What follows belongs to an exercise in optimizing a design on an open flow for small area, a short achievable clock period and few clock cycles; a production flow would make more cautious choices.
At most, simulation tests tie the RTL to the original design; equivalence was not proved.

## job 4155
==> module ALU, before the edit <==
module ALU #(
    parameter DATA_W = 32
)
(
    input                       i_clk,    
    input                       i_rst_n,  
    input                       i_valid,  
    input [DATA_W - 1 : 0]      i_A,      
    input [DATA_W - 1 : 0]      i_B,      
    input [         2 : 0]      i_inst,   
    output [2*DATA_W - 1 : 0]   o_data,   
    output                      o_done    
);
    localparam ADD  = 3'd0;
    localparam SUB  = 3'd1;
    localparam AND  = 3'd2;
    localparam OR   = 3'd3;
    localparam SLT  = 3'd4;
    localparam SRA  = 3'd5;
    localparam MUL  = 3'd6;
    localparam DIV  = 3'd7;
    reg        s_mul;    
    reg        s_mulf;   
    reg        s_div;    
    reg        s_al;     
    reg        done;
    reg [63:0] R;        
    reg        Sx;       
    reg [31:0] D;        
    reg [4:0]  cnt;
    reg        fmt_add;  
    reg        fmt_slt;  
    reg        c24;      
    reg        sg0, sg1;  
    reg        ov0, ov1;  
    wire idle = ~(s_mul | s_mulf | s_div);
    wire [7:0]  o_top = c24 ? D[31:24] : R[31:24];
    wire        o_sgn = c24 ? sg1 : sg0;
    wire        o_ovf = c24 ? ov1 : ov0;
    reg  [31:0] o_lo;
    always @(*) begin
        if (fmt_slt)
            o_lo = {31'd0, o_sgn};
        else if (fmt_add & o_ovf)
            o_lo = {o_sgn, {31{~o_sgn}}};
        else if (fmt_add)
            o_lo = {o_top, R[23:0]};
        else
            o_lo = R[31:0];
    end
    assign o_done = done;
    assign o_data = {R[63:32], o_lo};
    wire [31:0] Rhi = R[63:32];
    wire [31:0] Rlo = R[31:0];
    reg b0_one, b0_two, b0_neg, b1_one, b1_two, b1_neg;
    function [2:0] booth;   
        input hi, mid, lo;
        booth = {mid ^ lo, (hi & ~mid & ~lo) | (~hi & mid & lo), hi};
    endfunction
    wire [36:0] dext = {5'd0, D};
    wire [36:0] p0 = (({37{b0_one}} & dext) | ({37{b0_two}} & {dext[35:0], 1'b0})) ^ {37{b0_neg}};
    wire [36:0] p1m = (({37{b1_one}} & dext) | ({37{b1_two}} & {dext[35:0], 1'b0})) ^ {37{b1_neg}};
    wire [36:0] p1 = {p1m[34:0], b1_neg, b0_neg};
    wire [36:0] x0 = {{5{Sx}}, Rhi};
    wire [36:0] cs = x0 ^ p0 ^ p1;
    wire [36:0] cc = {(x0[35:0] & p0[35:0]) | (x0[35:0] & p1[35:0]) | (p0[35:0] & p1[35:0]), b1_neg};
    wire [36:0] T  = cs + cc + {36'd0, b1_neg};
    wire [31:0] m0 = Rhi;
    wire [31:0] m1 = m0 | (m0 >> 1);
    wire [31:0] m2 = m1 | (m1 >> 2);
    wire [31:0] m3 = m2 | (m2 >> 4);
    wire [31:0] m4 = m3 | (m3 >> 8);
    wire [31:0] mA = m4 | (m4 >> 16);
    wire dzero = ~|D;
    wire ok4   = ~|(D & ~(mA >> 4));
    wire ok1   = ~|(D & ~(mA >> 1));
    wire q     = ~T[36];
    wire i_and = (i_inst == AND);
    wire i_or  = (i_inst == OR);
    wire i_sra = (i_inst == SRA);
    wire i_mul = (i_inst == MUL);
    wire i_div = (i_inst == DIV);
    wire i_slt = (i_inst == SLT);
    wire i_sub = (i_inst == SUB) | i_slt;
    wire i_as  = ~i_and & ~i_or & ~i_sra & ~i_mul & ~i_div;    
    wire [31:0] i_bx  = i_B ^ {32{i_sub}};
    wire [24:0] i_sum = {1'b0, i_A[23:0]} + {1'b0, i_bx[23:0]} + {24'd0, i_sub};
    wire [8:0]  i_hi0 = {i_A[31], i_A[31:24]} + {i_bx[31], i_bx[31:24]};
    wire [8:0]  i_hi1 = {i_A[31], i_A[31:24]} + {i_bx[31], i_bx[31:24]} + 9'd1;
    wire [31:0] i_sh  = $signed(i_A) >>> i_B[4:0];
    wire [31:0] i_sr  = (|i_B[31:5]) ? {32{i_A[31]}} : i_sh;
    wire [31:0] ld_lo = i_and ? (i_A & i_B) :
                        i_or  ? (i_A | i_B) :
                        i_sra ? i_sr :
                        i_div ? 32'd0 :
                        i_mul ? i_A : {i_hi0[7:0], i_sum[23:0]};
    wire [31:0] ld_hi = i_A & {32{i_div}};
    always @(posedge i_clk or negedge i_rst_n) begin
        if (!i_rst_n) begin
            s_mul  <= 1'b0;
            s_mulf <= 1'b0;
            s_div  <= 1'b0;
            s_al   <= 1'b0;
            done   <= 1'b0;
        end else begin
            done <= 1'b0;
            if (idle && i_valid) begin
                s_mul <= i_mul;
                s_div <= i_div;
                s_al  <= 1'b0;
                done  <= ~i_mul & ~i_div;
            end
            if (s_mul && cnt == 5'd7) begin
                s_mul  <= 1'b0;
                s_mulf <= Rlo[3];
                done   <= ~Rlo[3];
            end
            if (s_mulf) begin
                s_mulf <= 1'b0;
                done   <= 1'b1;
            end
            if (s_div) begin
                if (!s_al) begin
                    if (dzero) begin
                        s_div <= 1'b0;
                        done  <= 1'b1;
                    end else if (!ok4 && !ok1) begin
                        s_al <= 1'b1;
                        if (cnt == 5'd0) begin
                            s_div <= 1'b0;
                            done  <= 1'b1;
                        end
                    end
                end else if (cnt == 5'd0) begin
                    s_div <= 1'b0;
                    done  <= 1'b1;
                end
            end
        end
    end
    always @(posedge i_clk) begin
        fmt_add <= idle & i_valid & i_as & ~i_slt;
        fmt_slt <= idle & i_valid & i_slt;
        c24     <= i_sum[24];
        sg0     <= i_hi0[8];
        sg1     <= i_hi1[8];
        ov0     <= i_hi0[8] ^ i_hi0[7];
        ov1     <= i_hi1[8] ^ i_hi1[7];
        if (idle) begin
            R     <= {ld_hi, ld_lo};
            Sx    <= 1'b0;
            D     <= {(i_as ? i_hi1[7:0] : i_B[31:24]), i_B[23:0]};
            cnt   <= 5'd0;
            if (i_mul) begin
                {b0_one, b0_two, b0_neg} <= booth(i_A[1], i_A[0], 1'b0);
                {b1_one, b1_two, b1_neg} <= booth(i_A[3], i_A[2], i_A[1]);
            end else begin
                {b0_one, b0_two, b0_neg} <= 3'b101;
                {b1_one, b1_two, b1_neg} <= 3'b000;
            end
        end
        if (s_mul) begin
            R   <= {T[35:4], T[3:0], Rlo[31:4]};
            Sx  <= T[36];
            cnt <= cnt + 5'd1;
            if (cnt == 5'd7) begin
                {b0_one, b0_two, b0_neg} <= {Rlo[3], 2'b00};
                {b1_one, b1_two, b1_neg} <= 3'b000;
            end else begin
                {b0_one, b0_two, b0_neg} <= booth(Rlo[5], Rlo[4], Rlo[3]);
                {b1_one, b1_two, b1_neg} <= booth(Rlo[7], Rlo[6], Rlo[5]);
            end
        end
        if (s_mulf) begin
            R[63:32] <= T[31:0];
        end
        if (s_div) begin
            if (!s_al && dzero) begin
                R[31:0] <= 32'hffffffff;
            end else if (!s_al && ok4) begin
                D   <= D << 4;
                cnt <= cnt + 5'd4;
            end else if (!s_al && ok1) begin
                D   <= D << 1;
                cnt <= cnt + 5'd1;
            end else begin
                if (q) R[63:32] <= T[31:0];
                R[31:0] <= {Rlo[30:0], q};
                D   <= D >> 1;
                cnt <= cnt - 5'd1;
            end
        end
    end
endmodule
clock: 8.0 ns
lec_check: 0
cap_margin: 20
core_margin: 2
core_utilization: 35
place_density: 0.5
setup_slack_margin: 3.3
slew_margin: 20
run.sh (not shown) runs the stock make flow with config.mk's settings and CLKGATE_MAP_FILE= SYNTH_SCRIPT=/design/flow/synth_recipe.tcl, a recipe that flattens the netlist after the stock synthesis.
Testbench counts of job 4155, summed over its fixed seeds: cycles 12,085.
Relative to job 4155, the following input files were edited for job 6916:
--- a/flow/design.v
+++ b/flow/design.v
@@ -28,26 +28,24 @@
     reg        Sx;       
     reg [31:0] D;        
     reg [4:0]  cnt;
     reg        fmt_add;  
     reg        fmt_slt;  
     reg        c24;      
-    reg        sg0, sg1;  
-    reg        ov0, ov1;  
     wire idle = ~(s_mul | s_mulf | s_div);
-    wire [7:0]  o_top = c24 ? D[31:24] : R[31:24];
-    wire        o_sgn = c24 ? sg1 : sg0;
-    wire        o_ovf = c24 ? ov1 : ov0;
+    wire [8:0]  o_hi  = {R[31], R[31:24]} + {D[31], D[31:24]} + {8'd0, c24};
+    wire        o_sgn = o_hi[8];
+    wire        o_ovf = o_hi[8] ^ o_hi[7];
     reg  [31:0] o_lo;
     always @(*) begin
         if (fmt_slt)
             o_lo = {31'd0, o_sgn};
         else if (fmt_add & o_ovf)
             o_lo = {o_sgn, {31{~o_sgn}}};
         else if (fmt_add)
-            o_lo = {o_top, R[23:0]};
+            o_lo = {o_hi[7:0], R[23:0]};
         else
             o_lo = R[31:0];
     end
     assign o_done = done;
     assign o_data = {R[63:32], o_lo};
     wire [31:0] Rhi = R[63:32];
@@ -82,21 +80,19 @@
     wire i_div = (i_inst == DIV);
     wire i_slt = (i_inst == SLT);
     wire i_sub = (i_inst == SUB) | i_slt;
     wire i_as  = ~i_and & ~i_or & ~i_sra & ~i_mul & ~i_div;    
     wire [31:0] i_bx  = i_B ^ {32{i_sub}};
     wire [24:0] i_sum = {1'b0, i_A[23:0]} + {1'b0, i_bx[23:0]} + {24'd0, i_sub};
-    wire [8:0]  i_hi0 = {i_A[31], i_A[31:24]} + {i_bx[31], i_bx[31:24]};
-    wire [8:0]  i_hi1 = {i_A[31], i_A[31:24]} + {i_bx[31], i_bx[31:24]} + 9'd1;
     wire [31:0] i_sh  = $signed(i_A) >>> i_B[4:0];
     wire [31:0] i_sr  = (|i_B[31:5]) ? {32{i_A[31]}} : i_sh;
     wire [31:0] ld_lo = i_and ? (i_A & i_B) :
                         i_or  ? (i_A | i_B) :
                         i_sra ? i_sr :
                         i_div ? 32'd0 :
-                        i_mul ? i_A : {i_hi0[7:0], i_sum[23:0]};
+                        i_mul ? i_A : {i_A[31:24], i_sum[23:0]};
     wire [31:0] ld_hi = i_A & {32{i_div}};
     always @(posedge i_clk or negedge i_rst_n) begin
         if (!i_rst_n) begin
             s_mul  <= 1'b0;
             s_mulf <= 1'b0;
             s_div  <= 1'b0;
@@ -139,20 +135,16 @@
         end
     end
     always @(posedge i_clk) begin
         fmt_add <= idle & i_valid & i_as & ~i_slt;
         fmt_slt <= idle & i_valid & i_slt;
         c24     <= i_sum[24];
-        sg0     <= i_hi0[8];
-        sg1     <= i_hi1[8];
-        ov0     <= i_hi0[8] ^ i_hi0[7];
-        ov1     <= i_hi1[8] ^ i_hi1[7];
         if (idle) begin
             R     <= {ld_hi, ld_lo};
             Sx    <= 1'b0;
-            D     <= {(i_as ? i_hi1[7:0] : i_B[31:24]), i_B[23:0]};
+            D     <= {i_bx[31:24], i_B[23:0]};
             cnt   <= 5'd0;
             if (i_mul) begin
                 {b0_one, b0_two, b0_neg} <= booth(i_A[1], i_A[0], 1'b0);
                 {b1_one, b1_two, b1_neg} <= booth(i_A[3], i_A[2], i_A[1]);
             end else begin
                 {b0_one, b0_two, b0_neg} <= 3'b101;
==> results.txt <==
Count of standard-cell rows went down slightly going from job 4155 to job 6916.
In the reports for job 6916 and job 4155, the smaller peak fanout along the critical path belongs to job 6916.
Job 6916 finished every step from synthesis to the final layout, and the layout passed the timing, DRC and antenna checks.
Compared with job 4155, in job 6916 CTS sink count saw a decrease; core utilization higher.
Job 6916 ends up with a die outline width that is 1.8% lower than in job 4155.
No functional check of the RTL was part of job 6916.

==> port drivers added, routing unchanged <==
The flow's constraints put no driver on any port. The routed layouts listed below were extracted and timed again, unchanged, in two steps. Step 1 (the two cells are an assumption about what drives the block):
set clk [get_ports {i_clk}]
set_driving_cell -lib_cell sky130_fd_sc_hd__clkbuf_16 $clk
set_driving_cell -lib_cell sky130_fd_sc_hd__buf_2 [delete_from_list [all_inputs] $clk]
Step 2 moves the port delays by t, midway between the first and last clock arrival at a register: inputs arrive t later, outputs are due t later. That takes back most of the time a late clock gives input paths. a / b / c = ideal / step 1 / step 2; a / b = the first two.
run | shift t [ns] | setup slack, ns | worst setup path at the end | slew at the worst register clock pin (ns) | pins driven straight from the clock port
job 4155 | 0.502 | 3.285 / 3.310 / 2.808 | input to register | 0.07 / 0.07 | 1
job 6916 | 0.506 | 2.909 / 2.849 / 2.953 | input to register | 0.07 / 0.07 | 1
After both steps setup and hold are still met in every run listed. The setup slack of job 4155, which loses most, moves by +0.025 ns with the drivers and by -0.477 ns with both steps.
